Source: an optimization exercise on an open RTL-to-GDS flow (aim: small area, a short achievable clock period and few clock cycles per item). Production flows keep margins and buffers that such runs may drop. At most, simulation tests tie the RTL to the original design; equivalence was not proved. The RTL of runs 2 to 8 was laid out without a check of its function. No activity file was given, so power comes from the tool's default toggle rates.

[config.mk]
export PLATFORM = sky130hd
export DESIGN_NAME = multiplier_1
export DESIGN_NICKNAME = multiplier_1
export VERILOG_FILES = /design/flow/design.v
export SDC_FILE = /design/flow/constraint.sdc
export NUM_CORES = 4
export LEC_CHECK = 0
export CAP_MARGIN = 20
export CORE_MARGIN = 2
export CORE_UTILIZATION = 40
export PLACE_DENSITY = 0.6
export SETUP_SLACK_MARGIN = 1.6
export SLEW_MARGIN = 20
[constraint.sdc]
create_clock -name core_clock -period 5.0 [get_ports {clk}]
set_input_delay 1.0000 -clock core_clock [delete_from_list [all_inputs] [get_ports {clk}]]
set_output_delay 1.0000 -clock core_clock [all_outputs]
set_load 0.01 [all_outputs]
[design.v]
module multiplier_1(
    input clk,
    input res_n,
    input start,
    output reg done,
    input [15:0] arg1,
    input [15:0] arg2,
    output reg [31:0] product
    );
    reg [1:0] cnt;             
    reg [15:0] S, C;               
    reg ci;                        
    reg [15:0] L;                  
    wire busy = (cnt != 0);
    reg [3:0] xr;                 
    wire [3:0] x = busy ? xr : arg2[3:0];
    wire [15:0] as = busy ? S : 16'd0;
    wire [15:0] ac = busy ? C : 16'd0;
    wire aci = busy & ci;
    wire [15:0] pp0 = x[0] ? arg1 : 16'd0;
    wire [15:0] pp1 = x[1] ? arg1 : 16'd0;
    wire [15:0] pp2 = x[2] ? arg1 : 16'd0;
    wire [15:0] pp3 = x[3] ? arg1 : 16'd0;
    wire s1;
    wire c2;
    wire s3;
    wire c4;
    wire s5;
    wire c6;
    wire s7;
    wire c8;
    wire s9;
    wire c10;
    wire s11;
    wire c12;
    wire s13;
    wire c14;
    wire s15;
    wire c16;
    wire s17;
    wire c18;
    wire s19;
    wire c20;
    wire s21;
    wire c22;
    wire s23;
    wire c24;
    wire s25;
    wire c26;
    wire s27;
    wire c28;
    wire s29;
    wire c30;
    wire s31;
    wire c32;
    wire s33;
    wire c34;
    wire s35;
    wire c36;
    wire s37;
    wire c38;
    wire s39;
    wire c40;
    wire s41;
    wire c42;
    wire s43;
    wire c44;
    wire s45;
    wire c46;
    wire s47;
    wire c48;
    wire s49;
    wire c50;
    wire s51;
    wire c52;
    wire s53;
    wire c54;
    wire s55;
    wire c56;
    wire s57;
    wire c58;
    wire s59;
    wire c60;
    wire s61;
    wire c62;
    wire s63;
    wire c64;
    wire s65;
    wire c66;
    wire s67;
    wire c68;
    wire s69;
    wire c70;
    wire s71;
    wire c72;
    wire s73;
    wire c74;
    wire s75;
    wire c76;
    wire s77;
    wire c78;
    wire s79;
    wire c80;
    wire s81;
    wire c82;
    wire s83;
    wire c84;
    wire s85;
    wire c86;
    wire s87;
    wire c88;
    wire s89;
    wire c90;
    wire s91;
    wire c92;
    wire s93;
    wire c94;
    wire s95;
    wire c96;
    wire s97;
    wire c98;
    wire s99;
    wire c100;
    wire s101;
    wire c102;
    wire s103;
    wire c104;
    wire s105;
    wire c106;
    wire s107;
    wire c108;
    wire s109;
    wire c110;
    wire s111;
    wire c112;
    wire s113;
    wire c114;
    wire s115;
    wire c116;
    wire s117;
    wire c118;
    wire s119;
    wire c120;
    wire s121;
    wire c122;
    wire s123;
    wire c124;
    wire s125;
    wire c126;
    wire s127;
    wire c128;
    wire s129;
    wire c130;
    assign {c2, s1} = as[2] + ac[2];
    assign {c4, s3} = as[3] + ac[3] + pp0[3];
    assign {c6, s5} = pp1[2] + pp2[1];
    assign {c8, s7} = as[4] + ac[4] + pp0[4];
    assign {c10, s9} = pp1[3] + pp2[2] + pp3[1];
    assign {c12, s11} = as[5] + ac[5] + pp0[5];
    assign {c14, s13} = pp1[4] + pp2[3] + pp3[2];
    assign {c16, s15} = as[6] + ac[6] + pp0[6];
    assign {c18, s17} = pp1[5] + pp2[4] + pp3[3];
    assign {c20, s19} = as[7] + ac[7] + pp0[7];
    assign {c22, s21} = pp1[6] + pp2[5] + pp3[4];
    assign {c24, s23} = as[8] + ac[8] + pp0[8];
    assign {c26, s25} = pp1[7] + pp2[6] + pp3[5];
    assign {c28, s27} = as[9] + ac[9] + pp0[9];
    assign {c30, s29} = pp1[8] + pp2[7] + pp3[6];
    assign {c32, s31} = as[10] + ac[10] + pp0[10];
    assign {c34, s33} = pp1[9] + pp2[8] + pp3[7];
    assign {c36, s35} = as[11] + ac[11] + pp0[11];
    assign {c38, s37} = pp1[10] + pp2[9] + pp3[8];
    assign {c40, s39} = as[12] + ac[12] + pp0[12];
    assign {c42, s41} = pp1[11] + pp2[10] + pp3[9];
    assign {c44, s43} = as[13] + ac[13] + pp0[13];
    assign {c46, s45} = pp1[12] + pp2[11] + pp3[10];
    assign {c48, s47} = as[14] + ac[14] + pp0[14];
    assign {c50, s49} = pp1[13] + pp2[12] + pp3[11];
    assign {c52, s51} = as[15] + ac[15] + pp0[15];
    assign {c54, s53} = pp1[14] + pp2[13] + pp3[12];
    assign {c56, s55} = pp1[15] + pp2[14];
    assign {c58, s57} = as[0] + ac[0];
    assign {c60, s59} = as[1] + ac[1] + pp0[1];
    assign {c62, s61} = s1 + pp0[2] + pp1[1];
    assign {c64, s63} = s3 + s5 + pp3[0];
    assign {c66, s65} = s7 + s9 + c4;
    assign {c68, s67} = s11 + s13 + c8;
    assign {c70, s69} = s15 + s17 + c12;
    assign {c72, s71} = s19 + s21 + c16;
    assign {c74, s73} = s23 + s25 + c20;
    assign {c76, s75} = s27 + s29 + c24;
    assign {c78, s77} = s31 + s33 + c28;
    assign {c80, s79} = s35 + s37 + c32;
    assign {c82, s81} = s39 + s41 + c36;
    assign {c84, s83} = s43 + s45 + c40;
    assign {c86, s85} = s47 + s49 + c44;
    assign {c88, s87} = s51 + s53 + c48;
    assign {c90, s89} = s55 + pp3[13] + c52;
    assign {c92, s91} = pp2[15] + pp3[14];
    assign {c94, s93} = s57 + aci;
    assign {c96, s95} = s59 + pp1[0] + c58;
    assign {c98, s97} = s61 + pp2[0] + c60;
    assign {c100, s99} = s63 + c2 + c62;
    assign {c102, s101} = s65 + c6 + c64;
    assign {c104, s103} = s67 + c10 + c66;
    assign {c106, s105} = s69 + c14 + c68;
    assign {c108, s107} = s71 + c18 + c70;
    assign {c110, s109} = s73 + c22 + c72;
    assign {c112, s111} = s75 + c26 + c74;
    assign {c114, s113} = s77 + c30 + c76;
    assign {c116, s115} = s79 + c34 + c78;
    assign {c118, s117} = s81 + c38 + c80;
    assign {c120, s119} = s83 + c42 + c82;
    assign {c122, s121} = s85 + c46 + c84;
    assign {c124, s123} = s87 + c50 + c86;
    assign {c126, s125} = s89 + c54 + c88;
    assign {c128, s127} = s91 + c56 + c90;
    assign {c130, s129} = pp3[15] + c92;
    wire [19:0] ra = {c130, s129, s127, s125, s123, s121, s119, s117, s115, s113, s111, s109, s107, s105, s103, s101, s99, s97, s95, s93};
    wire [19:0] rb = {1'b0, c128, c126, c124, c122, c120, c118, c116, c114, c112, c110, c108, c106, c104, c102, c100, c98, c96, c94, pp0[0]};
    wire [4:0] lo = ra[3:0] + rb[3:0];
    always @(*) product = {S + C + {15'd0, ci}, L};
    always @(posedge clk) begin
        if (!res_n) begin
            done <= 1'b0;
            cnt <= 0;
        end else if (!done && (busy || start)) begin
            cnt <= (cnt == 3) ? 0 : cnt + 1'b1;
            if (cnt == 3) done <= 1'b1;
        end
        if (!done) begin
            S <= ra[19:4];
            C <= rb[19:4];
            ci <= lo[4];
            L <= {lo[3:0], L[15:4]};
            xr <= arg2[(cnt+1'b1)*4 +: 4];
        end
    end
endmodule
[flow/run.sh]
#!/bin/bash
# The standard layout, with every port buffered by the smallest buffer
# (sky130_fd_sc_hd__buf_1) and a leaner clock tree.
set -euo pipefail
bash standard.sh BUFFER_PORTS_ARGS="-buffer_cell sky130_fd_sc_hd__buf_1" CTS_ARGS="-sink_clustering_enable -repair_clock_nets -dont_use_dummy_load -buf_list sky130_fd_sc_hd__clkbuf_8" > standard.log 2>&1
[standard.sh]
#!/bin/bash
# synth_recipe.tcl (not shown) runs the flow's synth.tcl, then flattens the netlist and writes it again
# the make line also repeats each setting of config.mk as NAME=value (left out here)
make -C /OpenROAD-flow-scripts/flow DESIGN_CONFIG=/design/flow/config.mk WORK_HOME=/design/flow/orfs CLKGATE_MAP_FILE= SYNTH_SCRIPT=/design/flow/synth_recipe.tcl "${@:-finish}"
==> results of run 1 <==
routing by layer:
metal | up-vias | GRT usage, %
met1 | 1526 | 23.5
met5 | - | 0
met3 | 12 | 3.38
li1 | 1513 | -
met4 | 0 | 4.77
met2 | 75 | 25.9
metrics by stage:
stage	setup WS [ns]	power [mW]	cell area, um2
floorplan	1.48	2.56	4670
global placement	1.30	3.13	5050
detailed placement	1.25	3.18	5050
CTS	1.56	3.52	5250
global route	1.45	3.94	5320
finish	1.54	3.55	5320
repair_timing:
| action | in CTS | in global routing |
|---|---|---|
| gates cloned | 1 | 0 |
| pin swaps | 5 | 2 |
| setup buffers | 5 | 3 |
| resized for setup | 20 | 10 |
| endpoints found under the setup margin | 26 | 17 |
| hold buffers | 0 | 0 |
worst max-delay path: stages (launching register included):
cell	delay, ns
edfxtp_1	0.43
inv_2	0.09
fa_2	0.22
inv_2	0.04
fa_2	0.36
a21oi_4	0.16
or2_1	0.16
a41oi_2	0.16
a31oi_1	0.23
xnor2_1	0.13
buf_2	0.14
worst paths after layout:
| kind | startpoint | end | slack [ns] | cells after the start |
|---|---|---|---|---|
| min | L[14]$_DFFE_PN_ | L[10]$_DFFE_PN_ | 0.46 | 0 |
| max | C[0]$_DFFE_PN_ | product[26] | 1.54 | 10 |
| min reg2reg | L[14]$_DFFE_PN_ | L[10]$_DFFE_PN_ | 0.46 | 0 |
| max reg2reg | cnt[0]$_SDFFE_PN0P_ | ci$_DFFE_PN_ | 1.75 | 12 |
registers in the layout, indices dropped and copies added (netlist names):
register  cells
L            16
cnt           2
done          1
C            15
ci            1
S            16
xr            4
cells in the final DEF, fill, tap and decap left out, types with 10 or more instances in the layout:
cell	count
nor2_1	17
nand2_1	60
nand2b_1	12
and2_1	21
edfxtp_1	52
o21ai_0	10
buf_1	64
fa_1	58
inv_1	46
a21oi_1	15
nor2b_1	26
ha_1	24
layout make-up:
| type | instances | share of cell area [%] |
|---|---|---|
| multi-input combinational | 305 | 54.0 |
| clock buffer | 5 | 1.29 |
| tap | 143 | 3.37 |
| sequential | 55 | 30.6 |
| inverter | 53 | 3.77 |
| timing repair buffer | 77 | 6.92 |
cell families (layout without fill, tap and decap cells):
| family | count (synthesis) | after routing | share of synthesized area, % |
|---|---|---|---|
| AO/OA/AOI/OAI | 42 | 42 | 5.75 |
| XOR/XNOR | 15 | 15 | 2.82 |
| adder cells (fa/ha/maj) | 88 | 88 | 33.3 |
| buffers and inverters | 63 | 135 | 5.29 |
| flip-flops | 55 | 55 | 34.8 |
| multiplexers | 8 | 8 | 1.83 |
| AND/OR/NAND/NOR | 152 | 152 | 16.2 |
where the power goes:
part | total (mW) | switching [mW] | internal (mW)
Combinational | 2.34 | 1.32 | 1.02
Sequential | 0.976 | 0.121 | 0.856
Clock | 0.234 | 0.143 | 0.0910
==> impl_results.md, run 1 <==
- Final ANT Viol Nets: 0
- Root buffer cell: clkbuf_8
- CORE AREA: 11400 um2
- Final worst path period share: roughly 69%
- RSZ-0062 raised after global routing: true
- Routed vias: 3126
- Async set-or-reset flop fraction in the synthesized netlist: 0%
- Top-Level Pins: a little under 70
- Syn Area/Cell: 11.0 um2
- Largest fanout on the critical path: 3
- Crit path DAT: 2.46 ns
- Hpwl dp: 7.68 mm
- Worst VDD drop: 0.000342 V
- Max-slew violations: 0
- Initial antenna violation count: 0
- Ys Warns: 1
- Yosys reg bits: 55
- Fillers: 1082
- First-pass GRT wire length: 16.3 mm
- CTS tree: done
- Worst Tran Pin Value: 0.904 ns
- Clock Path Buffers: 2
- Setup crit end kind: output port
- Clock sinks: 55
- Initial core utilization: 41.0%
- Worst hold margin: 0.464 ns
- Syn Inst Count: 423
- Final hold violations: 0
- Area Growth Syn to Fin: 14.1%
- Area leader, netlist: edfxtp_1
- Placement Rows: 39
- Drc violations: 0
- Crit path launch type: flop
- Cell Area, Synth: roughly 4700 um2
- Status: timing/DRC/antenna clean
- Pin count of the biggest net entering global routing: 54
- Overflow after GRT: 0
- Clk slew on worst S/H paths: approximately 0.11 ns
- Drt pass-1 iters: 4
- Highest routed layer: met4
- DIE AREA: between 10000 and 15000 um2
- Dpl cells: 624
- Die Width: 112 um
- Seq/Total Area, Yosys: 34.8%
- Share of cells above drive strength 1: 9.09%
- Final Wtd Congestion: 0.848
- Max Fclk: 289 MHz
- Later-pin clock latency in the skew report: approximately 0.33 ns
- M1 wire length: roughly 4.6 mm
- Die Ht: 112 um
- Diode count: 0
- Top_reg_cell synth: edfxtp_1
- Initial drt markers: 171
- Final setup viols: 0
- GRT Total Usage: 16.5%
- Routed vias/inst: 4.90
- WL final: 9.87 mm
- Synth top area cells: edfxtp_1 (34%), fa_1 (26%), ha_1 (7.5%)
- Cell variety after synth: 39
- PwrDens: 667 nW/um2
- Lkg Pwr: around 2.3 nW
- Setup TNS: 0 ns
- Post-synth EDFFs: 52
- Final Critical Period: 3.46 ns
- Post-layout util: between 40% and 50%
- Num CTS Buffers: 5
- Non-Filler Instances: 638
- Most common cell in the netlist: nand2_1
- Area of the multi-input gates: 2870 um2
- Post-synth top cells: nand2_1 (61), fa_1 (60), inv_1 (53), edfxtp_1 (52), ha_1 (28)
- Clk_skew: 0.0294 ns
- Max Cap Viol: 0
- Port Buf Inserts: 67
- WS Path Type: flop to output port
- Vias in the first global route: 3266
- Register Area: 1630 um2
- Routed wire per std cell: 15.5 um
- Slew HR: 39.6%
- Synth top area share: 33.5%
- Fin nets: 620
- DR WL met2: 4.58 mm
- Hold WC Path Type: flop to flop
- CTS H-Tree Depth: 2
- CP Data Required Time: 4.00 ns
- Syn Nets: 546
- Met3 Routed Length: 514 um
Testbench counts, summed over its fixed seeds: cycles 952, items 192.
==> run 2, diff against run 1 <==
--- a/design.v
+++ b/design.v
@@ -233,7 +233,11 @@
             C <= rb[19:4];
             ci <= lo[4];
             L <= {lo[3:0], L[15:4]};
-            xr <= arg2[(cnt+1'b1)*4 +: 4];
         end
+        case (cnt)
+            0: xr <= arg2[7:4];
+            1: xr <= arg2[11:8];
+            default: xr <= arg2[15:12];
+        endcase
     end
 endmodule
==> impl_results.md, run 2 <==
- Status: timing/DRC/antenna clean
- CTS tree: done
- Final Wtd Congestion: approximately 0.85
- Fillers: ~1000
- Vias in the first global route: a little over 3000
- Hold WC Path Type: flop to flop
- Crit path DAT: 2.59 ns
- Synth top area cells: edfxtp_1 (32%), fa_1 (26%), ha_1 (8.0%)
- Routed wire per std cell: 14.7 um
- Max-slew violations: 0
- Syn Inst Count: 401
- Die Ht: roughly 110 um
- Clock sinks: 55
- Final Critical Period: 3.59 ns
- Clk slew on worst S/H paths: 0.10 ns
- Top_reg_cell synth: edfxtp_1
- Reg2Reg Depth: 13
- Share of cells above drive strength 1: 13.6%
- Slew HR: 30.3%
- Initial core utilization: 41.5%
- Cell Area, Synth: 4550 um2
- Crit path launch type: flop
- Biggest regs: L x16, S x16, C x15
- Final hold violations: 0
- RR Endpoint: ci$_DFFE_PN_
- Yosys reg bits: 55
- Non-Filler Instances: 625
- CP startpoint: C[0]$_DFFE_PN_
- Post-synth EDFFs: 48
- Area of the multi-input gates: about 2900 um2
- Clock Path Buffers: 2
- Most common cell in the netlist: fa_1
- Top-Level Pins: 68
- Final worst path period share: a little under three quarters
- Diode count: 0
- Area leader, netlist: edfxtp_1
- Worst Tran Pin Value: 1.04 ns
- Overflow after GRT: 0
- Ys Warns: 1
- First-pass GRT wire length: 15.1 mm
- Initial drt markers: 111
- Fin nets: 611
- Dpl cells: 602
- Setup ws final: 1.41 ns
- Placement Rows: 38
- WL final: 9.19 mm
- Synth top area share: between 30% and 40%
- CP Data Required Time: roughly 4.0 ns
- Drc violations: 0
- Port Buf Inserts: between 60 and 70
- Register Area: 1580 um2
- WS Path Type: flop to output port
- Pre-CTS setup slack: 1.17 ns
- Most frequent cells in the layout: buf_1 (59), fa_1 (58), nand2_1 (53), inv_1 (49), edfxtp_1 (48)
- Max Fclk: 279 MHz
- Lkg Pwr: 2.48 nW
- Final setup viols: 0
- Root buffer cell: clkbuf_8
- Pin count of the biggest net entering global routing: 50
- Async set-or-reset flop fraction in the synthesized netlist: 0%
- Area Growth Syn to Fin: 18.0%
- Syn Area/Cell: 11.4 um2
- CORE AREA: 11000 um2
- Hold Buf Count CTS: 0
- Largest fanout on the critical path: 3
- Routed vias: 3031
- Initial antenna violation count: 0
- Routed vias/inst: 4.85
- DIE AREA: around 12000 um2
- Post-synth top cells: fa_1 (60), inv_1 (53), nand2_1 (53), edfxtp_1 (48), ha_1 (29)
- PwrDens: 695 nW/um2
- Critical path endpoint: product[30]
- Setup crit end kind: output port
- Final ANT Viol Nets: 0
- RSZ-0062 raised after global routing: true
- Seq/Total Area, Yosys: 34.7%
- Syn Nets: about 530
- Drt pass-1 iters: 4
- Die Width: 111 um
- Worst VDD drop: 0.000265 V
- Setup slack, reg-to-reg: ~1.7 ns
- Later-pin clock latency in the skew report: 0.31 ns
- CTS H-Tree Depth: 2
- Worst hold margin: 0.459 ns
- Worst R2R Start: cnt[1]$_SDFFE_PN0P_
- Cell variety after synth: 39
- GRT Total Usage: 15.3%
- Total Power: 3.74 mW
- Max Cap Viol: 0
- Clk_skew: roughly 0.031 ns
- Setup TNS: 0 ns
- Num CTS Buffers: 5
- Commonest non-fill, non-tap cell in the layout: buf_1
- Hpwl dp: 7.19 mm
==> run 2: changes by cell type after synthesis, sizes merged, moves of 4 or more <==
| cell | previous run | this run |
|---|---|---|
| nor2 | 17 | 9 |
| a21oi | 19 | 11 |
| buf | 6 | 0 |
| edfxtp | 52 | 48 |
| dfxtp | 3 | 7 |
| xor2 | 7 | 3 |
| o21ai | 12 | 6 |
| clkbuf | 4 | 8 |
| a21o | 2 | 11 |
| nand2 | 61 | 53 |
| a22oi | 0 | 4 |
==> run 2: logic make-up after synthesis <==
family	Yosys count	synth area share, %
AOI/OAI and AO/OA	47	7.50
adders and majority gates	89	34.3
buffers and inverters	61	5.03
xor gates and xnor gates	13	2.50
muxes	5	1.21
and+or+nand+nor	131	14.7
DFF	55	34.7
==> run 2: area by class of cell <==
| type | count | share of cell area (%) |
|---|---|---|
| timing repair buffer | 87 | 8.50 |
| inverter | 53 | 3.70 |
| clock buffer | 5 | 1.28 |
| multi-input combinational | 285 | 53.8 |
| sequential | 55 | 29.5 |
| tap | 140 | 3.26 |
==> run 2: layer usage <==
layer	vias up	wire, um	GRT usage [%]
met5	-	0	0
met4	0	108	3.50
met3	7	417	2.35
met2	62	4500	25.9
met1	1497	4160	21.0
li1	1465	-	-
==> run 2: metrics by stage <==
| stage | util [%] | instance area, um2 |
|---|---|---|
| floorplan | - | 4560 |
| global placement | 45.3 | 4970 |
| detailed placement | 45.3 | 4970 |
| CTS | 47.9 | 5260 |
| global route | 48.9 | 5380 |
| finish | 48.9 | 5380 |
==> run 2: timing repair <==
| item | CTS | global route |
|---|---|---|
| gates resized for setup | 28 | 13 |
| buffers inserted | 11 | 6 |
| pin swaps | 17 | 13 |
| gates cloned | 1 | 0 |
| endpoints found under the hold margin | 0 | 0 |
| endpoints found under the setup margin | 12 | 14 |
==> run 2: worst min-delay path by stage <==
| stage | slack, ns | to | startpoint | cells past startpoint |
|---|---|---|---|---|
| floorplan | 0.50 | L[0]$_DFFE_PN_ | L[4]$_DFFE_PN_ | 0 |
| global placement | 0.43 | L[6]$_DFFE_PN_ | L[10]$_DFFE_PN_ | 0 |
| detailed placement | 0.43 | L[6]$_DFFE_PN_ | L[10]$_DFFE_PN_ | 0 |
| CTS | 0.46 | L[6]$_DFFE_PN_ | L[10]$_DFFE_PN_ | 0 |
| global route | 0.46 | L[11]$_DFFE_PN_ | L[15]$_DFFE_PN_ | 0 |
| finish | 0.46 | L[0]$_DFFE_PN_ | L[4]$_DFFE_PN_ | 0 |
==> run 2: worst max-delay path: stages (launching register included) <==
cell and delay, ns:
edfxtp_1 0.39, fa_2 0.24, inv_2 0.05, fa_2 0.36, nor2b_4 0.15, o21bai_4 0.09
a21boi_4 0.21, a41oi_2 0.19, o31ai_2 0.29, xor2_1 0.16, buf_2 0.14
==> run 2: power breakdown <==
| group | switching, mW | total (mW) | leakage [nW] | internal, mW |
|---|---|---|---|---|
| clock | 0.139 | 0.230 | 0.0359 | 0.0911 |
| combinational | 1.37 | 2.55 | 1.85 | 1.18 |
| sequential | 0.102 | 0.954 | 0.593 | 0.852 |
| total | 1.61 | 3.74 | 2.48 | 2.13 |
==> run 3, diff against run 2 <==
--- a/design.v
+++ b/design.v
@@ -233,11 +233,11 @@
             C <= rb[19:4];
             ci <= lo[4];
             L <= {lo[3:0], L[15:4]};
+            case (cnt)
+                0: xr <= arg2[7:4];
+                1: xr <= arg2[11:8];
+                default: xr <= arg2[15:12];
+            endcase
         end
-        case (cnt)
-            0: xr <= arg2[7:4];
-            1: xr <= arg2[11:8];
-            default: xr <= arg2[15:12];
-        endcase
     end
 endmodule
==> impl_results.md, run 3 <==
- Pint: 2.08 mW
- Area Growth Syn to Fin: 15.8%
- Largest fanout on the critical path: 3
- Final Critical Period: about 3.6 ns
- Max-slew violations: 0
- Synth top area share: about 34%
- Setup crit end kind: output port
- Most frequent cells in the layout: buf_1 (59), fa_1 (58), nand2_1 (53), edfxtp_1 (52), inv_1 (52)
- Post-synth EDFFs: 52
- Combinational cell fraction of total power: around 67%
- Seq pwr share: 26.6%
- Seq/Total Area, Yosys: 35.3%
- First-pass GRT wire length: between 15 and 20 mm
- Hpwl dp: 7.52 mm
- Clk slew on worst S/H paths: 0.11 ns
- Setup ws final: around 1.4 ns
- Critical Path Max Stage Delay: around 0.40 ns
- Routed vias: between 3000 and 4000
- Final ANT Viol Nets: 0
- Syn Area/Cell: 11.5 um2
- Worst Tran Pin Value: 0.910 ns
- Later-pin clock latency in the skew report: 0.32 ns
- Final setup viols: 0
- Crit path DAT: 2.56 ns
- Commonest non-fill, non-tap cell in the layout: buf_1
- Share of cells above drive strength 1: 11.0%
- CORE AREA: around 11000 um2
- Max Cap Viol: 0
- CTS H-Tree Depth: 2
- Synth top area cells: edfxtp_1 (34%), fa_1 (26%), ha_1 (7.9%)
- Yosys reg bits: 55
- Post-synth top cells: fa_1 (60), inv_1 (53), nand2_1 (53), edfxtp_1 (52), ha_1 (29)
- Post-route design area: 5320 um2
- Setup TNS: 0 ns
- WS Path Type: flop to output port
- Area leader, netlist: edfxtp_1
- Root buffer cell: clkbuf_8
- Worst-path cell chain: fa_2 > inv_1 > fa_2 > nor2b_4 > o21bai_4 > a21boi_4 > a41oi_2 > o31ai_2 > xor2_1 > buf_2
- Pin count of the biggest net entering global routing: 54
- Initial drt markers: approximately 120
- Async set-or-reset flop fraction in the synthesized netlist: 0%
- Num CTS Buffers: 5
- Ys Warns: 1
- Hold WC Path Type: flop to flop
- Post-DP Area: around 5000 um2
- Vias in the first global route: 3201
- Port Buf Inserts: between 60 and 70
- Initial antenna violation count: 0
- Final Wtd Congestion: about 0.79
- Die Ht: 111 um
- RSZ-0062 raised after global routing: true
- Overflow after GRT: 0
- Clock Path Buffers: 2
- GRT Total Usage: 16.0%
- Top_reg_cell synth: edfxtp_1
- Most common cell in the netlist: fa_1
- Drc violations: 0
- Crit path launch type: flop
- Non-Filler Instances: 623
- Routed wire per std cell: 15.0 um
- CP dominant cell by count: fa_2
- Top-Level Pins: 68
- Final hold violations: 0
- Max Fclk: 281 MHz
- Status: timing/DRC/antenna clean
- Worst VDD drop: 0.000253 V
- Final worst path period share: a little over 70%
- Fillers: about 1100
- PwrDens: 692 nW/um2
- Dpl cells: 604
- Syn Nets: 525
- Fin nets: between 600 and 700
- Lkg Pwr: 2.44 nW
- Initial core utilization: 40.6%
- Clk pwr share: 6.3%
- Syn Inst Count: 401
- Slew HR: 39.3%
- Routed vias/inst: 4.86
- Clk_skew: approximately 0.027 ns
- Pre-CTS setup slack: 1.15 ns
- Worst path slowest cell: edfxtp_1
- Placement Rows: 39
- Die Width: 111 um
- WL final: around 9.4 mm
- Cell variety after synth: 39
- Clock sinks: 55
- Switching Share: 43.5%
- Cell Area, Synth: approximately 4600 um2
- Drt pass-1 iters: 4
- DIE AREA: between 10000 and 15000 um2
- Diode count: 0
- CP Data Required Time: approximately 4 ns
- Biggest regs: L x16, S x16, C x15
- CTS tree: done
- Net switching power: 1.60 mW
[run 3: final timing paths]
check | startpoint | slack, ns | cells past startpoint | endpoint
setup / recovery | ci$_DFFE_PN_ | 1.44 | 10 | product[30]
hold / removal | L[4]$_DFFE_PN_ | 0.46 | 0 | L[0]$_DFFE_PN_
setup reg to reg | cnt[0]$_SDFFE_PN0P_ | 1.70 | 11 | L[15]$_DFFE_PN_
hold reg to reg | L[4]$_DFFE_PN_ | 0.46 | 0 | L[0]$_DFFE_PN_
[run 3: what timing repair did]
item / CTS / global route
hold buffers: 0 / 0
resized for setup: 22 / 9
setup buffers: 12 / 2
setup endpoints to repair: 39 / 23
pin swaps: 11 / 6
[run 3: routing by layer]
layer | GRT usage (%) | share of wire (%) | up-vias
li1 | - | - | 1457
met1 | 21.0 | 44 | 1513
met2 | 28.7 | 52 | 52
met3 | 2.08 | 2.8 | 5
met4 | 2.96 | 0.82 | 0
met5 | 0 | 0 | -
[run 3: power by group through the flow]
stage	Sequential, mW	Clock (mW)	Combinational (mW)
floorplan	0.982	0	1.64
global route	1.01	0.251	2.83
global placement	0.980	0	2.23
detailed placement	0.989	0	2.30
finish	0.978	0.232	2.47
CTS	0.980	0.239	2.47
[run 3: kinds of logic (layout without fill, tap and decap cells)]
kind of cell	count (synthesis)	count (layout)	share of synthesized area, %
flops	55	55	35.3
fa+ha+maj	89	89	34.0
simple gates	131	131	14.6
compound gates	47	47	7.43
buf+inv	61	140	4.98
mux	5	5	1.20
xor+xnor	13	13	2.48
[run 3: worst max-delay path, delay by kind of cell, from the launching register on]
kind            cells  cell delay [ns]
compound gates      4             0.72
xor+xnor            1             0.15
fa+ha+maj           2             0.60
buf+inv             2             0.20
flops               1             0.40
simple gates        1             0.17
[run 3: stage by stage]
stage               hold WS (ns)  power (mW)  util (%)
finish                     0.460        3.68      47.0
global route               0.475        4.09      47.0
CTS                        0.459        3.69      46.4
detailed placement         0.432        3.29      44.2
global placement           0.428        3.21      44.2
floorplan                  0.499        2.62         -
[run 3: cell type report]
class | count | area (um2) | area share (%)
repair buffers | 82 | 378 | 7.10
clock buffers | 5 | 68.8 | 1.29
inverters | 53 | 200 | 3.76
flip-flops and latches | 55 | 1620 | 30.5
multi-input cells | 285 | 2870 | 54.0
well taps | 143 | 179 | 3.36
==> run 4, diff against run 3 <==
--- a/config.mk
+++ b/config.mk
@@ -9,5 +9,5 @@
 export CORE_MARGIN = 2
 export CORE_UTILIZATION = 40
 export PLACE_DENSITY = 0.6
-export SETUP_SLACK_MARGIN = 1.6
+export SETUP_SLACK_MARGIN = 2.0
 export SLEW_MARGIN = 20
==> impl_results.md, run 4 <==
- Status: timing/DRC/antenna clean
- Area Growth Syn to Fin: 27.5%
- First-pass GRT wire length: 17.1 mm
- Clk slew on worst S/H paths: approximately 0.11 ns
- Routed vias/inst: roughly 5.0
- Initial antenna violation count: 0
- Final Critical Period: 3.65 ns
- Overflow after GRT: 0
- Seq/Total Area, Yosys: 35.3%
- Lkg Pwr: approximately 2.6 nW
- Diode count: 0
- Worst R2R Start: cnt[1]$_SDFFE_PN0P_
- Crit path DAT: 2.65 ns
- Post-route design area: slightly below 6000 um2
- Yosys reg bits: 55
- Die Width: 111 um
- Port Buf Inserts: between 60 and 70
- Setup crit end kind: output port
- Dpl cells: 604
- Biggest regs: L x16, S x16, C x15
- Clk_skew: 0.0272 ns
- Post-synth EDFFs: 52
- Max Cap Viol: 0
- Hold WC Path Type: flop to flop
- PwrDens: between 700 and 800 nW/um2
- RSZ-0062 raised after global routing: true
- Cell Area, Synth: 4590 um2
- GRT Total Usage: 17.4%
- Num CTS Buffers: 5
- Routed vias: 3202
- DIE AREA: 12400 um2
- Worst path slowest cell: edfxtp_1
- CTS H-Tree Depth: 2
- Synth top area cells: edfxtp_1 (34%), fa_1 (26%), ha_1 (7.9%)
- Syn Inst Count: 401
- Min-delay src: L[14]$_DFFE_PN_
- Die Ht: between 100 and 150 um
- Hpwl dp: 7.63 mm
- Met3 Routed Length: roughly 300 um
- Area leader, netlist: edfxtp_1
- Pin count of the biggest net entering global routing: 54
- Post-DP Area: 5100 um2
- Ys Warns: 1
- Non-Filler Instances: 644
- Syn Area/Cell: 11.5 um2
- Cell variety after synth: 39
- Top-Level Pins: between 60 and 70
- Fin nets: 627
- Commonest non-fill, non-tap cell in the layout: buf_1
- Vias in the first global route: 3446
- Slew HR: 39.4%
- CP Data Required Time: approximately 4.0 ns
- Reg2Reg Depth: 13
- Post-layout util: 51.8%
- Clock Path Buffers: 2
- CORE AREA: 11300 um2
- Worst VDD drop: 0.000267 V
- Later-pin clock latency in the skew report: a little over 0.3 ns
- Initial core utilization: 40.6%
- Syn Nets: 525
- Setup ws final: 1.35 ns
- Root buffer cell: clkbuf_8
- Worst Tran Pin Value: between 0.9 and 1 ns
- Placement Rows: 39
- Drc violations: 0
- Max-slew violations: 0
- Initial drt markers: roughly 130
- Worst-path cell chain: fa_2 > inv_2 > fa_2 > nor2b_2 > o21bai_2 > a21boi_2 > a221o_1 > a21oi_2 > xnor2_2 > buf_2
- Largest fanout on the critical path: 3
- Final Wtd Congestion: 0.783
- Hold depth: 0
- Worst hold margin: 0.444 ns
- CTS tree: done
- Clock sinks: 55
- Most common cell in the netlist: fa_1
- Final hold violations: 0
- Pre-CTS setup slack: 1.16 ns
- Post-synth top cells: fa_1 (60), inv_1 (53), nand2_1 (53), edfxtp_1 (52), ha_1 (29)
- Final worst path period share: 73.1%
- Highest routed layer: met4
- Async set-or-reset flop fraction in the synthesized netlist: 0%
- Routed wire per std cell: 16.1 um
- Crit path launch type: flop
- Setup TNS: 0 ns
- Total Power: approximately 4.2 mW
- CP startpoint: ci$_DFFE_PN_
- Hold Buf Count CTS: 0
- Top_reg_cell synth: edfxtp_1
- Max Fclk: 274 MHz
- Most frequent cells in the layout: buf_1 (54), edfxtp_1 (52), inv_1 (42), nand2_1 (37)
- Synth top area share: about a third
- Final setup viols: 0
- Share of cells above drive strength 1: 30.1%
- CP dominant cell by count: fa_2
- DR WL met2: 5.26 mm
- Critical Path Max Stage Delay: ~0.44 ns
- WS Path Type: flop to output port
- Final ANT Viol Nets: 0
- WL final: 10.4 mm
- Drt pass-1 iters: 4
- M1 wire length: 4.56 mm
[run 4: cells by family after synthesis]
logic type | after synthesis | share of synthesized area (%)
DFF | 55 | 35.3
xor gates and xnor gates | 13 | 2.48
buffers and inverters | 61 | 4.98
AOI/OAI and AO/OA | 47 | 7.43
adders and majority gates | 89 | 34.0
muxes | 5 | 1.20
and+or+nand+nor | 131 | 14.6
[run 4: path summary, 6_finish.rpt]
kind,end,slack [ns]
worst max-delay path,product[28],1.35
worst min-delay path,L[10]$_DFFE_PN_,0.44
worst max register to register,ci$_DFFE_PN_,1.70
worst min register to register,L[10]$_DFFE_PN_,0.44
[run 4: metal layers]
layer | up-vias | global-route usage, %
met3 | 18 | 2.08
met5 | - | 0
met2 | 73 | 30.3
met4 | 0 | 5.10
met1 | 1603 | 23.0
li1 | 1508 | -
[run 4: power by group]
part           internal [mW]  switching [mW]  leakage [nW]
combinational           1.45            1.51          1.99
clock                 0.0910           0.140        0.0359
sequential             0.867           0.121         0.602
[run 4: area by class of cell]
type | count | area, um2
clock buffer | 5 | 68.8
fill | 1035 | 5460
inverter | 53 | 203
multi-input combinational | 286 | 3090
sequential | 55 | 1620
tap | 143 | 179
timing repair buffer | 102 | 692
[run 4: what timing repair did]
item | CTS | global route
gates resized for setup | 73 | 42
setup endpoints to repair | 45 | 43
gates cloned | 4 | 0
pin swaps | 49 | 28
setup buffers | 24 | 7
hold endpoints to repair | 0 | 0
[run 4: worst max-delay path, delay by kind of cell (launching register included)]
kind / cells / cell delay, ns
xor+xnor: 1 / 0.12
compound gates: 4 / 0.89
buf+inv: 2 / 0.21
fa+ha+maj: 2 / 0.64
simple gates: 1 / 0.05
flops: 1 / 0.44
==> run 5, diff against run 4 <==
--- a/design.v
+++ b/design.v
@@ -11,7 +11,7 @@
     reg [15:0] S, C;               
     reg ci;                        
     reg [15:0] L;                  
-    wire busy = (cnt != 0);
+    reg busy;                      
     reg [3:0] xr;                 
     wire [3:0] x = busy ? xr : arg2[3:0];
     wire [15:0] as = busy ? S : 16'd0;
@@ -224,8 +224,10 @@
         if (!res_n) begin
             done <= 1'b0;
             cnt <= 0;
+            busy <= 1'b0;
         end else if (!done && (busy || start)) begin
             cnt <= (cnt == 3) ? 0 : cnt + 1'b1;
+            busy <= (cnt != 3);
             if (cnt == 3) done <= 1'b1;
         end
         if (!done) begin
--- a/config.mk
+++ b/config.mk
@@ -9,5 +9,5 @@
 export CORE_MARGIN = 2
 export CORE_UTILIZATION = 40
 export PLACE_DENSITY = 0.6
-export SETUP_SLACK_MARGIN = 2.0
+export SETUP_SLACK_MARGIN = 1.6
 export SLEW_MARGIN = 20
==> impl_results.md, run 5 <==
- Final Critical Period: 3.60 ns
- Worst hold margin: 0.456 ns
- Status: timing/DRC/antenna clean
- Pint: between 1.5 and 2 mW
- Post-layout util: 47.1%
- PwrDens: 563 nW/um2
- Combinational cell fraction of total power: between 60% and 70%
- Port Buf Inserts: 67
- Worst-path cell chain: fa_2 > inv_2 > fa_2 > nor2b_2 > o2111ai_4 > a21boi_2 > or4b_1 > nand3_1 > buf_2
- Vias in the first global route: 3271
- Net switching power: about 1.3 mW
- Setup ws final: around 1.4 ns
- Syn Inst Count: 421
- Setup TNS: 0 ns
- Max Fclk: 278 MHz
- Biggest regs: L x16, S x16, C x15
- Post-synth EDFFs: 52
- CP startpoint: C[0]$_DFFE_PN_
- Syn Nets: 545
- DIE AREA: 12700 um2
- Hold Buf Count CTS: 0
- Ys Warns: 1
- Pre-CTS setup slack: roughly 1.0 ns
- Critical Path Max Stage Delay: 0.47 ns
- Setup slack, reg-to-reg: 1.81 ns
- Area leader, netlist: edfxtp_1
- Final setup viols: 0
- Placement Rows: 39
- Area Growth Syn to Fin: 14.0%
- RR Endpoint: ci$_DFFE_PN_
- CTS tree: done
- Most frequent cells in the layout: buf_1 (64), fa_1 (58), nand2_1 (57), edfxtp_1 (52), inv_1 (44)
- Die Ht: 113 um
- CTS H-Tree Depth: 2
- Most common cell in the netlist: fa_1
- WL final: 9.52 mm
- Diode count: 0
- Seq pwr share: 29.9%
- Slew HR: 50.4%
- Clk_skew: 0.0188 ns
- Initial drt markers: 180
- Pin count of the biggest net entering global routing: 33
- Fin nets: 618
- Worst VDD drop: 0.000287 V
- Final hold violations: 0
- Clk slew on worst S/H paths: 0.11 ns
- Reg2Reg Depth: 10
- CORE AREA: 11500 um2
- Seq/Total Area, Yosys: 34.7%
- Initial core utilization: 41.3%
- Crit path DAT: 2.60 ns
- Die Width: 113 um
- Root buffer cell: clkbuf_8
- Async set-or-reset flop fraction in the synthesized netlist: 0%
- Post-synth top cells: fa_1 (60), nand2_1 (57), edfxtp_1 (52), inv_1 (46), and2_1 (40)
- Final ANT Viol Nets: 0
- Share of cells above drive strength 1: 9.15%
- Routed wire per std cell: 15.0 um
- Switching Share: about 44%
- Commonest non-fill, non-tap cell in the layout: buf_1
- Cell Area, Synth: 4730 um2
- Lkg Pwr: 2.40 nW
- Worst R2R Start: busy$_SDFFE_PN0P_
- Critical path endpoint: product[24]
- Hpwl dp: 7.67 mm
- Drc violations: 0
- CP dominant cell by count: fa_2
- RSZ-0062 raised after global routing: true
- Syn Area/Cell: between 10 and 15 um2
- Final worst path period share: between 70 and 80%
- Final Wtd Congestion: ~0.83
- Setup crit end kind: output port
- Clock sinks: 56
- Worst Tran Pin Value: 0.743 ns
- Routed vias: 3189
- GRT Total Usage: 15.3%
- Worst path slowest cell: or4b_1
- First-pass GRT wire length: 15.4 mm
- Synth top area share: 33.0%
- Clk pwr share: 7.6%
- CP Data Required Time: 4.00 ns
- Synth top area cells: edfxtp_1 (33%), fa_1 (25%), ha_1 (7.7%)
- Max-slew violations: 0
- Hold WC Path Type: flop to flop
- Top_reg_cell synth: edfxtp_1
- Largest fanout on the critical path: 3
- Max Cap Viol: 0
- Num CTS Buffers: 5
- Top-Level Pins: 68
- WS Path Type: flop to output port
- Overflow after GRT: 0
- Drt pass-1 iters: 4
- Crit path launch type: flop
- Yosys reg bits: 56
- Cell variety after synth: 45
- Routed vias/inst: 5.02
- Clock Path Buffers: 2
- Later-pin clock latency in the skew report: 0.31 ns
- Initial antenna violation count: 0
[run 5: changes by cell type after synthesis, moves of 3 or more]
| cell | delta |
|---|---|
| inv_1 | -7 |
| buf_2 | +3 |
| nand4_1 | +3 |
| nand3_1 | +3 |
| a21o_1 | -4 |
| nor3_1 | +4 |
| and2_1 | +18 |
| nand2b_1 | -12 |
| nor2_1 | +5 |
| nand2_1 | +4 |
| nor2b_1 | -9 |
| a21oi_1 | +5 |
[run 5: per-layer routing]
layer / vias to the layer above / routed length (um) / GRT usage, %
met5: - / 0 / 0
met4: 0 / 116 / 4.72
met3: 6 / 384 / 2.30
met2: 72 / 4800 / 25.9
met1: 1574 / 4230 / 20.6
li1: 1537 / - / -
[run 5: what timing repair did]
item,4_1_cts,5_1_grt
gates resized for setup,10,11
gates cloned,0,0
pin swaps,7,7
buffers inserted,4,6
setup endpoints to repair,9,10
[run 5: cell families (layout without fill, tap and decap cells)]
logic type,count (synthesis),in the layout,share of synthesized area (%)
adders and majority gates,89,89,33.1
and+or+nand+nor,146,146,15.4
DFF,56,56,34.7
AOI/OAI and AO/OA,53,53,8.49
buffers and inverters,59,130,4.76
muxes,7,7,1.59
xor gates and xnor gates,11,11,2.04
[run 5: how the worst min path moves through the flow]
stage	from	to	slack, ns	cells after the start
after floorplan	cnt[1]$_SDFFE_PN0P_	cnt[1]$_SDFFE_PN0P_	0.49	2
after global placement	L[11]$_DFFE_PN_	L[7]$_DFFE_PN_	0.43	0
after detailed placement	L[6]$_DFFE_PN_	L[2]$_DFFE_PN_	0.43	0
after CTS	L[6]$_DFFE_PN_	L[2]$_DFFE_PN_	0.46	0
after global routing	L[15]$_DFFE_PN_	L[11]$_DFFE_PN_	0.47	0
final	L[15]$_DFFE_PN_	L[11]$_DFFE_PN_	0.46	0
[run 5: layout make-up]
cell class                 instances  area [um2]
fill                            1074        6070
timing repair buffer              79         365
multi-input combinational        306        2970
tap                              143         179
clock buffer                       5        68.8
inverter                          46         173
sequential                        56        1640
[run 5: metrics by stage]
step | total power, mW | instance area, um2 | instances
after floorplan | 2.20 | 4750 | 421
after global placement | 2.66 | 5130 | 619
after detailed placement | 2.71 | 5160 | 620
after CTS | 3.00 | 5300 | 629
after global routing | 3.32 | 5400 | 635
final | 3.04 | 5400 | 635
[run 5: power groups by stage]
stage / combinational [mW] / sequential [mW] / clock, mW
finish: 1.90 / 0.908 / 0.231
global route: 2.13 / 0.932 / 0.258
CTS: 1.86 / 0.909 / 0.239
detailed placement: 1.79 / 0.919 / 0
global placement: 1.75 / 0.911 / 0
floorplan: 1.29 / 0.913 / 0
[run 5: critical path, delay by kind of cell, from the launching register on]
kind / cells / cell delay [ns]
buf+inv: 2 / 0.20
flops: 1 / 0.44
simple gates: 3 / 0.62
fa+ha+maj: 2 / 0.65
compound gates: 2 / 0.39
==> run 6, diff against run 5 <==
--- a/design.v
+++ b/design.v
@@ -8,15 +8,18 @@
     output reg [31:0] product
     );
     reg [1:0] cnt;             
+    reg busy;                      
     reg [15:0] S, C;               
-    reg ci;                        
-    reg [15:0] L;                  
-    reg busy;                      
+    reg [3:0] LS, LC;              
+    reg [11:0] L;                  
+    wire [15:0] b = arg2;          
     reg [3:0] xr;                 
-    wire [3:0] x = busy ? xr : arg2[3:0];
+    wire [3:0] x = busy ? xr : b[3:0];
+    wire [19:0] hi = {S, LS} + {C, LC};
+    wire [4:0] lo = {hi[4] ^ S[0] ^ C[0], hi[3:0]};   
     wire [15:0] as = busy ? S : 16'd0;
     wire [15:0] ac = busy ? C : 16'd0;
-    wire aci = busy & ci;
+    wire aci = busy & lo[4];
     wire [15:0] pp0 = x[0] ? arg1 : 16'd0;
     wire [15:0] pp1 = x[1] ? arg1 : 16'd0;
     wire [15:0] pp2 = x[2] ? arg1 : 16'd0;
@@ -218,13 +221,12 @@
     assign {c130, s129} = pp3[15] + c92;
     wire [19:0] ra = {c130, s129, s127, s125, s123, s121, s119, s117, s115, s113, s111, s109, s107, s105, s103, s101, s99, s97, s95, s93};
     wire [19:0] rb = {1'b0, c128, c126, c124, c122, c120, c118, c116, c114, c112, c110, c108, c106, c104, c102, c100, c98, c96, c94, pp0[0]};
-    wire [4:0] lo = ra[3:0] + rb[3:0];
-    always @(*) product = {S + C + {15'd0, ci}, L};
+    always @(*) product = {hi[19:0], L};
     always @(posedge clk) begin
         if (!res_n) begin
             done <= 1'b0;
+            busy <= 1'b0;
             cnt <= 0;
-            busy <= 1'b0;
         end else if (!done && (busy || start)) begin
             cnt <= (cnt == 3) ? 0 : cnt + 1'b1;
             busy <= (cnt != 3);
@@ -233,13 +235,14 @@
         if (!done) begin
             S <= ra[19:4];
             C <= rb[19:4];
-            ci <= lo[4];
-            L <= {lo[3:0], L[15:4]};
-            case (cnt)
-                0: xr <= arg2[7:4];
-                1: xr <= arg2[11:8];
-                default: xr <= arg2[15:12];
-            endcase
+            LS <= ra[3:0];
+            LC <= rb[3:0];
+            L <= {lo[3:0], L[11:4]};
         end
+        case (cnt)
+            0: xr <= b[7:4];
+            1: xr <= b[11:8];
+            default: xr <= b[15:12];
+        endcase
     end
 endmodule
--- a/config.mk
+++ b/config.mk
@@ -9,5 +9,5 @@
 export CORE_MARGIN = 2
 export CORE_UTILIZATION = 40
 export PLACE_DENSITY = 0.6
-export SETUP_SLACK_MARGIN = 1.6
+export SETUP_SLACK_MARGIN = 2.0
 export SLEW_MARGIN = 20
==> impl_results.md, run 6 <==
- Area leader, netlist: edfxtp_1
- Fin nets: 650
- Crit path launch type: flop
- GRT Total Usage: 17.0%
- Initial drt markers: 239
- Yosys reg bits: a little under 60
- Async set-or-reset flop fraction in the synthesized netlist: 0%
- Overflow after GRT: 0
- Initial antenna violation count: 0
- Most frequent cells in the layout: nand2_1 (62), edfxtp_1 (51), inv_1 (49), fa_1 (47), buf_1 (47)
- Syn Area/Cell: between 10 and 15 um2
- Routed vias: 3373
- Post-synth EDFFs: between 50 and 60
- Cell Area, Synth: 4790 um2
- Max Fclk: 295 MHz
- Root buffer cell: clkbuf_8
- Die Width: approximately 110 um
- Drc violations: 0
- Total Power: 3.53 mW
- Ys Warns: 1
- Final ANT Viol Nets: 0
- Number of flip-flops in the largest register: 16
- Top_reg_cell synth: edfxtp_1
- Worst VDD drop: roughly 0.00020 V
- Crit path DAT: 2.39 ns
- Final Critical Period: 3.39 ns
- Clock sinks: 59
- Lkg Pwr: 2.63 nW
- PwrDens: 609 nW/um2
- Clk_skew: about 0.022 ns
- Non-Filler Instances: 668
- Seq/Total Area, Yosys: 35.3%
- Num CTS Buffers: 9
- Biggest regs: S x16, C x15, L x12
- Max Cap Viol: 0
- Slew HR: between 50% and 60%
- Final hold violations: 0
- WS Path Type: flop to output port
- Share of cells above drive strength 1: 23.0%
- Routed wire per std cell: 16.0 um
- Largest fanout on the critical path: 2
- Clk slew on worst S/H paths: 0.08 ns
- Later-pin clock latency in the skew report: ~0.36 ns
- Vias in the first global route: 3469
- Diode count: 0
- Post-synth top cells: nand2_1 (74), fa_1 (58), edfxtp_1 (51), inv_1 (51), and2_1 (46)
- Drt pass-1 iters: 4
- Hold WC Path Type: flop to flop
- Top-Level Pins: 68
- First-pass GRT wire length: 17.0 mm
- WL final: 10.7 mm
- Synth top area share: 32.0%
- Final Wtd Congestion: 0.829
- Dpl cells: 635
- Max-slew violations: 0
- CTS H-Tree Depth: 3
- Commonest non-fill, non-tap cell in the layout: nand2_1
- Reg with most FFs: S
- RSZ-0062 raised after global routing: true
- Most common cell in the netlist: nand2_1
- Hold Buf Count CTS: 0
- Syn Nets: 556
- Final worst path period share: 67.9%
- Clock Path Buffers: 2
- Syn Inst Count: 433
- Status: timing/DRC/antenna clean
- Hpwl dp: 7.54 mm
- Routed vias/inst: ~5
- DIE AREA: 12900 um2
- Synth top area cells: edfxtp_1 (32%), fa_1 (24%), ha_1 (7.8%)
- Setup crit end kind: output port
- Setup TNS: 0 ns
- Initial core utilization: 41.4%
- Final setup viols: 0
- Die Ht: 113 um
- Port Buf Inserts: 67
- CTS tree: done
- Area Growth Syn to Fin: 21.3%
- Placement Rows: 39
- Pin count of the biggest net entering global routing: 56
- CORE AREA: 11600 um2
- Worst Tran Pin Value: ~0.72 ns
- CP Data Required Time: ~4.0 ns
- Cell variety after synth: 43
run 6: changes by cell type after synthesis, sizes merged, moves of 5 or more:
cell   previous run  this run
nand3             5         0
nor2b            19         2
inv              46        51
and2             40        46
xnor2             9        15
nand2            57        74
run 6: critical path, stage by stage, from the launching register on:
cell and delay [ns]:
edfxtp_1 0.34, ha_2 0.19, inv_2 0.04, fa_2 0.33, nand2b_4 0.16, a21oi_4 0.20
nor2b_2 0.09, o31ai_4 0.24, a2111oi_2 0.12, xnor2_1 0.16, buf_2 0.15
run 6: cell families after synthesis:
group / synth area share, %
compound gates: 8.34
xor+xnor: 3.66
mux: 1.15
flops: 35.3
simple gates: 14.4
fa+ha+maj: 32.1
buf+inv: 4.99
run 6: layout make-up:
cell class              count  area [um2]
fillers                  1065        5760
multi-input cells         317        3160
flip-flops and latches     59        1690
repair buffers             89         457
inverters                  51         191
well taps                 143         179
clock buffers               9         124
run 6: metrics by stage:
step | worst slack, ns | util (%) | cell area, um2 | hold slack, ns
after floorplan | 1.81 | - | 4930 | 0.490
after global placement | 1.67 | 45.7 | 5280 | 0.425
after detailed placement | 1.62 | 45.7 | 5280 | 0.431
after CTS | 1.59 | 48.9 | 5650 | 0.438
after global routing | 1.46 | 50.2 | 5810 | 0.454
final | 1.61 | 50.2 | 5810 | 0.439
run 6: worst paths after layout:
check,end,from,slack [ns],cells after the start
worst min register to register,L[6]$_DFFE_PN_,L[10]$_DFFE_PN_,0.44,0
worst min-delay path,L[6]$_DFFE_PN_,L[10]$_DFFE_PN_,0.44,0
worst max-delay path,product[30],LS[0]$_DFFE_PN_,1.61,10
worst max register to register,S[9]$_DFFE_PN_,busy$_SDFFE_PN0P_,2.08,6
run 6: timing repair:
| item | CTS | global route |
|---|---|---|
| gates resized for setup | 36 | 24 |
| cloned | 1 | 3 |
| pin swaps | 14 | 10 |
| endpoints found under the setup margin | 21 | 29 |
| setup buffers | 14 | 6 |
run 6: power breakdown:
part	switching, mW	internal [mW]
Sequential	0.134	0.827
Combinational	1.23	1.01
Clock	0.176	0.160
Total	1.54	2.00
run 6: routing by layer:
metal	GRT usage [%]	routed length, um
met4	4.88	144
met1	23.5	5000
met2	26.8	4940
met3	4.20	580
met5	0	0
==> run 7, diff against run 6 <==
==> flow/run.sh (replaced) <==
#!/bin/bash
# The standard layout, with every port buffered by a small buffer
# (sky130_fd_sc_hd__buf_1) instead of the default choice.
set -euo pipefail
bash standard.sh BUFFER_PORTS_ARGS="-buffer_cell sky130_fd_sc_hd__buf_1" > standard.log 2>&1
--- a/config.mk
+++ b/config.mk
@@ -9,5 +9,5 @@
 export CORE_MARGIN = 2
 export CORE_UTILIZATION = 40
 export PLACE_DENSITY = 0.6
-export SETUP_SLACK_MARGIN = 2.0
+export SETUP_SLACK_MARGIN = 1.6
 export SLEW_MARGIN = 20
==> impl_results.md, run 7 <==
- Status: timing/DRC/antenna clean
- CTS tree: done
- Crit path launch type: flop
- Routed vias: 3249
- Max Fclk: approximately 300 MHz
- WL final: 9.90 mm
- Syn Inst Count: 433
- Pin count of the biggest net entering global routing: 34
- Kind of cell adding the most delay to the critical path: compound AO/OA/AOI/OAI gates
- Lkg Pwr: 2.55 nW
- Worst VDD drop: 0.000232 V
- Biggest regs: S x16, C x15, L x12
- Clk_skew: 0.00666 ns
- Top-Level Pins: a little under 70
- Synth top area share: 32.0%
- Max Cap Viol: 0
- Vias in the first global route: 3377
- Max-slew violations: 0
- Root buffer cell: clkbuf_16
- Net switching power: 1.50 mW
- Hold Buf Count CTS: 0
- Final ANT Viol Nets: 0
- Reg with most FFs: S
- Routed vias/inst: 4.96
- Syn Area/Cell: 11.1 um2
- Switching Share: 41.5%
- Area leader, netlist: edfxtp_1
- Final worst path period share: 68.2%
- Post-synth EDFFs: 51
- Clock Path Buffers: 2
- Diode count: 0
- Total Power: between 3 and 4 mW
- Number of flip-flops in the largest register: 16
- Initial drt markers: 221
- Initial core utilization: 41.4%
- Setup TNS: 0 ns
- Final Critical Period: 3.41 ns
- Hpwl dp: about 7.8 mm
- Pint: 2.12 mW
- First-pass GRT wire length: 16.9 mm
- Die Ht: between 100 and 150 um
- Num CTS Buffers: 9
- PwrDens: ~640 nW/um2
- Slew HR: around 66%
- Final hold violations: 0
- Initial antenna violation count: 0
- Worst hold margin: 0.446 ns
- Most common cell in the netlist: nand2_1
- Worst path slowest cell: edfxtp_1
- Yosys reg bits: 59
- Port Buf Inserts: 67
- Largest fanout on the critical path: 3
- Placement Rows: 39
- Cell Area, Synth: 4790 um2
- Drt pass-1 iters: 4
- Fin nets: 630
- Setup crit end kind: output port
- Seq pwr share: 26.2%
- Ys Warns: 1
- Later-pin clock latency in the skew report: 0.33 ns
- Final setup viols: 0
- Cell variety after synth: 43
- CP Data Required Time: 4.00 ns
- Critical Path Max Stage Delay: 0.35 ns
- Seq/Total Area, Yosys: 35.3%
- Async set-or-reset flop fraction in the synthesized netlist: 0%
- Crit path DAT: 2.41 ns
- Drc violations: 0
- Clk pwr share: 19.5%
- RSZ-0062 raised after global routing: true
- Buf/Inv on CP: 2
- Synth top area cells: edfxtp_1 (32%), fa_1 (24%), ha_1 (7.8%)
- Hold WC Path Type: flop to flop
- Combinational cell fraction of total power: 54.3%
- DIE AREA: 12900 um2
- Commonest non-fill, non-tap cell in the layout: nand2_1
- CORE AREA: roughly 12000 um2
- Clock sinks: 59
- Overflow after GRT: 0
- Final Wtd Congestion: 0.836
- GRT Total Usage: ~17%
- Area Growth Syn to Fin: 17.9%
- Worst Tran Pin Value: 0.509 ns
- CTS H-Tree Depth: 3
- Most frequent cells in the layout: nand2_1 (74), buf_1 (61), fa_1 (57), edfxtp_1 (51), inv_1 (49)
- Share of cells above drive strength 1: 10.9%
- Worst-path cell chain: ha_2 > inv_2 > fa_2 > nand2b_4 > a21oi_4 > o21ai_4 > o31ai_4 > a21boi_2 > xnor2_1 > buf_2
- Clk slew on worst S/H paths: 0.05 ns
- Top_reg_cell synth: edfxtp_1
- Post-synth top cells: nand2_1 (74), fa_1 (58), edfxtp_1 (51), inv_1 (51), and2_1 (46)
- Routed wire per std cell: roughly 15 um
- WS Path Type: flop to output port
- Die Width: 113 um
- Syn Nets: approximately 560
[run 7: logic make-up (layout without fill, tap and decap cells)]
| logic type | Yosys count | in the layout | share of synthesized area (%) |
|---|---|---|---|
| simple gates | 145 | 145 | 14.4 |
| fa+ha+maj | 88 | 88 | 32.1 |
| buf+inv | 61 | 140 | 4.99 |
| flops | 59 | 59 | 35.3 |
| compound gates | 55 | 55 | 8.34 |
| xor+xnor | 20 | 20 | 3.66 |
| mux | 5 | 5 | 1.15 |
[run 7: final timing paths]
path         depth (start not counted)                start  slack (ns)        endpoint
max reg2reg                          5    busy$_SDFFE_PN0P_        1.89  S[5]$_DFFE_PN_
min                                  0       L[4]$_DFFE_PN_        0.45  L[0]$_DFFE_PN_
max                                 10  LC[0]$_SDFFCE_PN0N_        1.59     product[26]
min reg2reg                          0       L[4]$_DFFE_PN_        0.45  L[0]$_DFFE_PN_
[run 7: cell type report]
| class | instances | area [um2] |
|---|---|---|
| timing repair buffer | 73 | 317 |
| multi-input combinational | 313 | 2930 |
| fill | 1046 | 5920 |
| sequential | 59 | 1690 |
| inverter | 51 | 191 |
| clock inverter | 6 | 104 |
| clock buffer | 10 | 229 |
| tap | 143 | 179 |
[run 7: stage by stage]
stage	std cells	cell area [um2]	setup WS (ns)	utilization [%]
floorplan	433	4790	1.69	-
global placement	634	5180	1.60	44.8
detailed placement	635	5200	1.55	44.9
CTS	651	5590	1.59	48.3
global route	655	5640	1.45	48.8
finish	655	5640	1.59	48.8
[run 7: timing repair]
item / CTS / global route
setup endpoints to repair: 6 / 9
gates resized for setup: 11 / 14
setup buffers: 0 / 4
pin swaps: 4 / 11
[run 7: power groups by stage]
stage / Clock [mW] / Sequential, mW / Combinational [mW]
5_1_grt: 0.742 / 0.974 / 2.22
6_report: 0.705 / 0.947 / 1.97
3_3_place_gp: 0 / 0.951 / 1.81
2_1_floorplan: 0 / 0.931 / 1.36
3_5_place_dp: 0 / 0.957 / 1.86
4_1_cts: 0.720 / 0.949 / 1.93
[run 7: layer usage]
layer / global-route usage [%] / up-vias / part of all wire (%)
met1: 24.3 / 1577 / 48
met4: 6.59 / 0 / 1.7
met5: 0 / - / 0
met2: 25.7 / 87 / 45
met3: 3.93 / 15 / 5.6
li1: - / 1570 / -
==> run 8, diff against run 7 <==
--- a/design.v
+++ b/design.v
@@ -15,8 +15,7 @@
     wire [15:0] b = arg2;          
     reg [3:0] xr;                 
     wire [3:0] x = busy ? xr : b[3:0];
-    wire [19:0] hi = {S, LS} + {C, LC};
-    wire [4:0] lo = {hi[4] ^ S[0] ^ C[0], hi[3:0]};   
+    wire [4:0] lo = LS + LC;         
     wire [15:0] as = busy ? S : 16'd0;
     wire [15:0] ac = busy ? C : 16'd0;
     wire aci = busy & lo[4];
@@ -221,6 +220,7 @@
     assign {c130, s129} = pp3[15] + c92;
     wire [19:0] ra = {c130, s129, s127, s125, s123, s121, s119, s117, s115, s113, s111, s109, s107, s105, s103, s101, s99, s97, s95, s93};
     wire [19:0] rb = {1'b0, c128, c126, c124, c122, c120, c118, c116, c114, c112, c110, c108, c106, c104, c102, c100, c98, c96, c94, pp0[0]};
+    wire [19:0] hi = {S, LS} + {C, LC};
     always @(*) product = {hi[19:0], L};
     always @(posedge clk) begin
         if (!res_n) begin
--- a/config.mk
+++ b/config.mk
@@ -9,5 +9,5 @@
 export CORE_MARGIN = 2
 export CORE_UTILIZATION = 40
 export PLACE_DENSITY = 0.6
-export SETUP_SLACK_MARGIN = 1.6
+export SETUP_SLACK_MARGIN = 0
 export SLEW_MARGIN = 20
==> impl_results.md, run 8 <==
- Status: timing/DRC/antenna clean
- Final Wtd Congestion: 0.807
- RR Endpoint: S[0]$_DFFE_PN_
- Share of cells above drive strength 1: under 10%
- Hold WC Path Type: flop to flop
- Multiplexer share of the synthesized area: 1.16%
- Placement Rows: 39
- Cell variety after synth: 40
- Final hold violations: 0
- Post_cts resized: 0
- Diode count: 0
- Clk slew on worst S/H paths: 0.06 ns
- Seq/Total Area, Yosys: 35.8%
- First-pass GRT wire length: 17.0 mm
- Syn Inst Count: 423
- Commonest non-fill, non-tap cell in the layout: nand2_1
- Top_reg_cell synth: edfxtp_1
- CP startpoint: LS[0]$_DFFE_PN_
- Setup crit end kind: output port
- Post-synth top cells: nand2_1 (71), fa_1 (58), edfxtp_1 (51), inv_1 (49), and2_1 (45)
- Area Growth Syn to Fin: 14.5%
- Final setup viols: 0
- Clk_skew: 0.00804 ns
- Clock Path Buffers: 2
- Highest routed layer: met4
- Clock sinks: 59
- Die Width: 113 um
- Max Cap Viol: 0
- Num CTS Buffers: 9
- Worst Tran Pin Value: 0.738 ns
- Top-Level Pins: 68
- Root buffer cell: clkbuf_16
- Most frequent cells in the layout: nand2_1 (71), buf_1 (67), fa_1 (58), edfxtp_1 (51), inv_1 (48)
- WS Path Type: flop to output port
- Overflow after GRT: 0
- Worst VDD drop: 0.000273 V
- CP Data Required Time: 4.00 ns
- Routed wire per std cell: 15.4 um
- Worst hold margin: 0.446 ns
- Synth Area in Compound Gates: 8.73%
- Crit path launch type: flop
- Hold Buf Count CTS: 0
- Later-pin clock latency in the skew report: 0.34 ns
- Worst R2R Start: busy$_SDFFE_PN0P_
- DR WL met2: 4.72 mm
- Biggest regs: S x16, C x15, L x12
- Initial drt markers: 135
- Final ANT Viol Nets: 0
- Synth top area share: about 32%
- Setup slack, reg-to-reg: 1.73 ns
- Hpwl dp: 7.66 mm
- CTS tree: done
- Syn Nets: 546
- Die Ht: 113 um
- DIE AREA: 12700 um2
- Pin count of the biggest net entering global routing: 56
- Main combinational cell family by area after synthesis: adder cells
- Number of flip-flops in the largest register: 16
- WL final: 9.89 mm
- Lkg Pwr: 2.49 nW
- Most common cell in the netlist: nand2_1
- Met3 Routed Length: 441 um
- # Post-CTS Setup Buffers: 0
- Xor-xnor portion of the synthesized cell area: 3.33%
- Syn Area/Cell: 11.2 um2
- Synth Area in Adders: 32.5%
- Largest fanout on the critical path: 4
- Slew HR: between 50% and 60%
- Initial core utilization: between 40% and 50%
- Drc violations: 0
- CTS H-Tree Depth: 3
- Fin nets: 617
- GRT Total Usage: 17.1%
- Max-slew violations: 0
- Critical path endpoint: product[28]
- M1 wire length: 4.61 mm
- Post-synth EDFFs: 51
- Synthesized-area fraction occupied by and/or/nand/nor cells: around 14%
- Port Buf Inserts: 67
- Ys Warns: 1
- RSZ-0062 raised after global routing: false
- Drt pass-1 iters: 4
- CORE AREA: 11500 um2
- Synth top area cells: edfxtp_1 (32%), fa_1 (25%), ha_1 (7.9%)
- Final worst path period share: just over 80%
- Yosys reg bits: 59
- Initial antenna violation count: 0
- Setup TNS: 0 ns
- Area leader, netlist: edfxtp_1
- Crit path DAT: between 3 and 4 ns
- Final Critical Period: 4.03 ns
- Max Fclk: 248 MHz
- Vias in the first global route: roughly 3400
- Routed vias: 3192
- Cell Area, Synth: about 4700 um2
- Reg with most FFs: S
- Async set-or-reset flop fraction in the synthesized netlist: 0%
- Routed vias/inst: approximately 5.0
- Reg2Reg Depth: 7
- PwrDens: 611 nW/um2
## run 8: cell count changes after synthesis, moves of 3 or more
cell	previous run	this run
a21oi_1	18	14
nand2b_1	3	0
o21ai_0	5	12
a21oi_2	3	0
nand2_1	74	71
xnor2_1	15	11
## run 8: final cells by class
class,instances,area [um2]
clock buffer,9,225
clock inverter,7,56.3
fill,1065,6050
inverter,49,184
multi-input combinational,306,2810
sequential,59,1690
tap,143,179
timing repair buffer,69,267
## run 8: how the worst min path moves through the flow
stage                         from             endpoint  slack (ns)  depth (start not counted)
6_report            L[4]$_DFFE_PN_       L[0]$_DFFE_PN_        0.45                          0
5_1_grt             L[4]$_DFFE_PN_       L[0]$_DFFE_PN_        0.46                          0
4_1_cts             L[4]$_DFFE_PN_       L[0]$_DFFE_PN_        0.45                          0
3_5_place_dp        L[4]$_DFFE_PN_       L[0]$_DFFE_PN_        0.43                          0
3_3_place_gp        L[4]$_DFFE_PN_       L[0]$_DFFE_PN_        0.43                          0
2_1_floorplan  cnt[1]$_SDFFE_PN0P_  cnt[1]$_SDFFE_PN0P_        0.49                          2
## run 8: kinds of logic after synthesis
kind of cell    Yosys count
simple gates            138
fa+ha+maj                88
flops                    59
buf+inv                  58
compound gates           57
xor+xnor                 18
mux                       5
## run 8: per-layer routing
metal,vias up,track usage (%)
met5,-,0
met4,0,4.96
met3,11,4.45
met2,75,27.5
met1,1565,22.9
li1,1541,-
## run 8: metrics by stage
| step | power, mW | std cells | worst slack [ns] | instance area [um2] | util (%) |
|---|---|---|---|---|---|
| 2_1_floorplan | 2.20 | 423 | 1.58 | 4730 | - |
| 3_3_place_gp | 2.69 | 626 | 1.43 | 5130 | 44.8 |
| 3_5_place_dp | 2.75 | 626 | 1.37 | 5130 | 44.8 |
| 4_1_cts | 3.35 | 642 | 0.998 | 5410 | 47.2 |
| 5_1_grt | 3.62 | 642 | 0.740 | 5410 | 47.2 |
| 6_report | 3.31 | 642 | 0.965 | 5410 | 47.2 |
## run 8: worst max-delay path, stage by stage, from the launching register on
cell      delay, ns
edfxtp_1       0.37
ha_1           0.25
fa_1           0.44
a211oi_1       0.23
o21ai_0        0.24
o21ai_0        0.37
nor3_1         0.10
nor3_1         0.33
xnor2_1        0.19
buf_1          0.17
## run 8: power by group
part | switching [mW] | internal, mW | leakage [nW] | total, mW
combinational | 1.07 | 0.723 | 1.72 | 1.79
sequential | 0.109 | 0.822 | 0.638 | 0.931
clock | 0.245 | 0.342 | 0.137 | 0.587
total | 1.42 | 1.89 | 2.49 | 3.31

==> re-timing with driven ports <==
How much do the figures lean on ideal ports? The routed layouts below were timed once more, with nothing changed but the port constraints. Step 1: set_driving_cell puts a clkbuf_16 on clk and a buf_2 on each other input, an assumption about the parent block. Step 2 moves the port delays by t, midway between the first and last clock arrival at a register: inputs arrive t later, outputs are due t later. That takes back most of the time a late clock gives input paths. a / b / c = ideal / step 1 / step 2; a / b = the first two.
| run | shift t [ns] | setup slack, ns | worst setup path at the end |
|---|---|---|---|
| run 1 | 0.342 | 1.544 / 1.514 / 1.500 | input to register |
| run 2 | 0.325 | 1.415 / 1.382 / 1.357 | input to register |
| run 3 | 0.336 | 1.442 / 1.407 / 1.320 | input to register |
| run 4 | 0.330 | 1.347 / 1.317 / 1.248 | input to register |
| run 5 | 0.333 | 1.402 / 1.372 / 1.388 | input to register |
| run 6 | 0.388 | 1.606 / 1.571 / 1.617 | input to register |
| run 7 | 0.370 | 1.592 / 1.552 / 1.572 | input to register |
| run 8 | 0.369 | 0.965 / 0.928 / 1.297 | register to output |
After both steps every run listed still meets setup and hold. The setup slack of run 3, which loses most, moves by -0.035 ns with the drivers and by -0.122 ns with both steps.
